From an optimization exercise on the open Yosys and OpenROAD flow, aimed at small area; shortcuts taken in it are not production practice. Only simulation tests tie the RTL to the original design; equivalence was not proved. Power is estimated from default activity; no workload was simulated.

`design/flow/design.v`:
```
`timescale 1ns / 1ps
module calc(clk, rst, validIn, dataIn, dataOut);
input clk, rst, validIn;
input  [15:0] dataIn;
output reg [15:0] dataOut;
reg [1:0] state, stateNext;
reg [15:0] num1, num1Next, dataOutNext;
reg [2:0] operator, operatorNext;
always @(posedge clk) begin
    if (rst) begin
        state    <= 0;
        num1     <= 0;
        operator <= 0;
        dataOut  <= 0;
    end else begin
       state         <=  stateNext;
       num1          <=  num1Next;
       operator      <=  operatorNext;
       dataOut       <=  dataOutNext;
    end
end
always @(*) begin
    stateNext    = state;
    num1Next     = num1;
    operatorNext = operator;
    dataOutNext  = dataOut;
    case(state)
        0: begin
            if(validIn) begin
               stateNext   = 1;
               num1Next    = dataIn;
               dataOutNext = dataIn;
            end
        end
        1: begin
            if(validIn) begin
               stateNext = 0;
               case(dataIn)
                 2: dataOutNext = num1 * num1;
                 3: dataOutNext = num1 + 1;        
                 default: begin
                    dataOutNext = dataIn;
                    if(dataIn <2) begin
                       stateNext  = 2;
                       operatorNext = dataIn;
                    end else
                      stateNext  = 1;
                end
               endcase  
            end
        end
        2: begin
            if(validIn) begin
               stateNext = 0;
               case(operator)
                    0: dataOutNext = num1 * dataIn;
                    1: dataOutNext = num1 + dataIn;
               endcase
            end
        end
    endcase
end
endmodule
```
`design/flow/run.sh`:
```
#!/bin/bash
# synth_recipe.tcl (not shown) runs the flow's synth.tcl, then flattens the netlist and writes it again
# the make line also repeats each setting of config.mk as NAME=value (left out here)
make -C /OpenROAD-flow-scripts/flow DESIGN_CONFIG=/design/flow/config.mk WORK_HOME=/design/flow/orfs CLKGATE_MAP_FILE= SYNTH_SCRIPT=/design/flow/synth_recipe.tcl finish
```
`design/flow/config.mk`:
```
export PLATFORM = sky130hd
export DESIGN_NAME = calc
export DESIGN_NICKNAME = calc
export VERILOG_FILES = /design/flow/design.v
export SDC_FILE = /design/flow/constraint.sdc
export NUM_CORES = 4
export LEC_CHECK = 0
export CAP_MARGIN = 20
export CORE_MARGIN = 2
export CORE_UTILIZATION = 40
export SLEW_MARGIN = 20
```
`design/flow/constraint.sdc`:
```
create_clock -name core_clock -period 8.0 [get_ports {clk}]
set_input_delay 1.6000 -clock core_clock [delete_from_list [all_inputs] [get_ports {clk}]]
set_output_delay 1.6000 -clock core_clock [all_outputs]
set_load 0.01 [all_outputs]
```
==> impl_metrics.csv <==
group,metric,value,unit
sta,slew_violations,0,
route,antenna_left,0,
clocking,clk_latency,280,ps
global_route,grt_usage,0.218,
worst_setup_path,critPathMaxFanout,14,
global_route,grt_pass1_vias,8681,
route,wire_per_inst,17.7,um
route,routed_via_density,5.27,
sta,setup_viol,0,
clocking,cts_buffers,5,
power_and_ir_drop,total_power,1.08,mW
sta,skew,3.68,ps
floorplanning,die_w,163,um
power_and_ir_drop,ir_drop,0.0000907,V
sta,rsz0062_at_grt,"false",
synth,syn_area,10200,um^2
worst_setup_path,worstRegToRegCells,21,
clocking,cts_hold_buf,0,
clocking,clock_sinks,37,
clocking,post_cts_buffers,0,
synth,synth_edf_count,0,
cells_and_area,n_antenna_cell,0,
clocking,clk_path_buf_depth,2,
clocking,clk_pin_slew,60,ps
power_and_ir_drop,cellPowerDensity,97.8,nW/um^2
cells_and_area,instances_no_fill,1592,
route,routed_wl,28.3,mm
sta,hold_violations,0,
worst_setup_path,r2r-start,"num1[2]",
run,drv_cap,0,
min_path,hold_path_class,"reg -> reg",
synth,netlist-cell-type-count,57,
sta,maxSlewHeadroom,0.207,
worst_setup_path,reg2reg_to,"dataOut[15]",
synth,synth_warnings,1,
min_path,hold_end,"dataOut[3]",
cells_and_area,final_common_cell,"inv_1",
sta,setup_tns,0,ps
synth,synthArstFlopShare,0,
global_route,overflow,0,
sta,fin_crit_sh,0.903,
global_route,grt_pass1_wl,45.5,mm
place,port_buffers,34,
floorplanning,ios,35,
route,drt_pass1_iterations,5,
floorplanning,die_h,163,um
sta,layout_min_cycle_time,7220,ps
clocking,cts-root-buf,"clkbuf_16",
route,drt_iter0_drc,504,
sta,holdWs,449,ps
synth,synth-seq-cells,37,
min_path,hold_path_depth,2,
synth,avgSynthCellArea,8.08,um^2
floorplanning,core_area,25000,um^2
worst_setup_path,end_kind,"register",
place,placed_cells,1584,
synth,synthFlopType,"dfxtp_1",
cells_and_area,nets,1545,
place,hpwl,22.1,mm
clocking,cts_tree,"yes",
worst_setup_path,r2r_setup_slack,1430,ps
worst_setup_path,required,8150,ps
cells_and_area,synthToLayoutAreaGrowth,8.61,%
cells_and_area,mostFrequentLayoutCells,"inv_1 (229), nand2_1 (182), fa_1 (148), ha_1 (117), and2_1 (82)",
sta,tightest_slew,1190,ps
outcome,outcome,"timing/DRC/antenna clean",
clocking,cts_resized,0,
synth,ys_seq_area_frac,0.0729,
floorplanning,die_area,26700,um^2
global_route,antenna_found_initial,0,
cells_and_area,drive_above_1_share,0.0396,
place,gp_congestion,0.924,
power_and_ir_drop,p_leak,5.28,nW
synth,synth_cells,1258,
min_path,holdCritStartpoint,"dataOut[3]",
worst_setup_path,cp.arrival,7370,ps
floorplanning,rows,58,
route,routed-via-count,8388,
sta,fmax,138,MHz
route,remaining_drc_errors,0,
worst_setup_path,startpoint_type,"input pin",
floorplanning,initial_core_util,0.406,
global_route,grt_max_degree,40,
clocking,h-tree-depth,2,
worst_setup_path,critical_path_class,"in -> reg",
synth,syn_nets,1542,
-- worst max-delay path, stage by stage --
cell             delay [ps]
clkdlybuf4s50_1         730
and2_1                  340
fa_1                    510
inv_1                    60
fa_1                    540
inv_1                    60
fa_1                    480
fa_1                    540
inv_1                    50
fa_1                    450
fa_1                    390
xnor2_1                 190
xnor2_1                 110
xnor2_1                 210
xnor2_1                 140
xnor3_1                 450
a31o_2                  240
a31oi_1                 160
a311oi_1                110
-- state kept, by name, indices dropped and copies added (netlist names) --
signal / cells
state: 2
dataOut: 16
num1: 16
operator: 3
-- Yosys cell counts, types with 4 or more instances --
cell type  instances  share of area
inv_1            229          0.085
nand2_1          182          0.067
fa_1             148           0.29
ha_1             117           0.14
and2_1            82          0.050
xnor2_1           62          0.053
a21oi_1           54          0.027
clkbuf_1          48          0.018
o21ai_0           41          0.020
dfxtp_1           37          0.073
nor2_1            34          0.013
xor2_1            19          0.016
nor3_1            18         0.0089
a211oi_1          15          0.011
a21o_1            11         0.0081
buf_2             10         0.0049
nand2b_1          10         0.0062
nor2b_1           10         0.0062
nand3_1            9         0.0044
nor4_1             8         0.0049
o211ai_1           8         0.0059
buf_1              7         0.0026
nor3b_1            7         0.0052
o21a_1             7         0.0052
a31oi_1            6         0.0037
nand4_1            6         0.0037
or3_1              6         0.0037
and3_1             5         0.0031
o31ai_1            5         0.0037
a22oi_1            4         0.0030
mux2i_1            4         0.0039
or2_2              4         0.0025
-- worst max-delay path by stage --
stage	cells after the start	startpoint	slack, ps	end
after CTS	20	dataIn[1]	750	dataOut[12]
after floorplan	19	dataIn[1]	1480	dataOut[12]
after global placement	20	dataIn[1]	590	dataOut[12]
final	19	dataIn[2]	780	dataOut[15]
after global routing	20	dataIn[1]	470	dataOut[12]
after detailed placement	20	dataIn[1]	490	dataOut[12]
-- routing by layer --
layer	GRT usage	vias to the layer above	share of wire
met1	0.289	4121	0.45
li1	-	3973	-
met3	0.0274	72	0.050
met4	0.0857	0	0.038
met5	0	-	0
met2	0.362	222	0.46
-- per-stage QoR --
step	instance area (um^2)	setup WS, ps	utilization
after floorplan	10200	1480	-
after global placement	10900	586	0.434
after detailed placement	10900	490	0.434
after CTS	11000	754	0.441
after global routing	11000	468	0.441
final	11000	778	0.441
-- final cells by class --
type | count | area, um^2
Fill cell | 2526 | 14000
Multi-Input combinational cell | 926 | 8300
Inverter | 229 | 860
Sequential cell | 37 | 741
Timing Repair Buffer | 62 | 551
Tap cell | 330 | 413
Clock buffer | 7 | 143
Clock inverter | 1 | 30.0
-- logic make-up after synthesis --
| group | after synthesis | synth area share |
|---|---|---|
| mux | 6 | 0.00616 |
| xor+xnor | 82 | 0.0720 |
| compound gates | 189 | 0.122 |
| simple gates | 384 | 0.181 |
| fa+ha+maj | 265 | 0.436 |
| buf+inv | 295 | 0.110 |
| flops | 37 | 0.0729 |
-- where the power goes --
| part | internal (mW) | total (mW) | switching [mW] | leakage, nW |
|---|---|---|---|---|
| sequential | 0.196 | 0.223 | 0.0266 | 0.304 |
| clock | 0.156 | 0.238 | 0.0823 | 0.0841 |
| combinational | 0.264 | 0.619 | 0.355 | 4.89 |
| total | 0.616 | 1.08 | 0.464 | 5.28 |

-- what the ideal ports hide --
No port has a modelled driver above. Below, the same layout with a new extraction and two added sets of constraints. Step 1: set_driving_cell puts a clkbuf_16 on clk and a buf_2 on each other input, an assumption about the parent block. Step 2 times the ports against the registers' clock, not the clock port: input delays grow and output delays shrink by t, the midpoint of the rising clock arrivals with the driver on. a / b / c = ideal ports / drivers / drivers and shift; a / b = the first two.
t, ns: 0.324
setup WS [ns]: 0.778 / 0.792 / 0.468
worst register clock-pin slew, ns: 0.06 / 0.06
worst slew at a driven data input, ns: 0.04
After both steps this run still meets setup and hold. For this run, drivers alone change the setup slack by +0.014 ns; drivers and shift together by -0.310 ns.
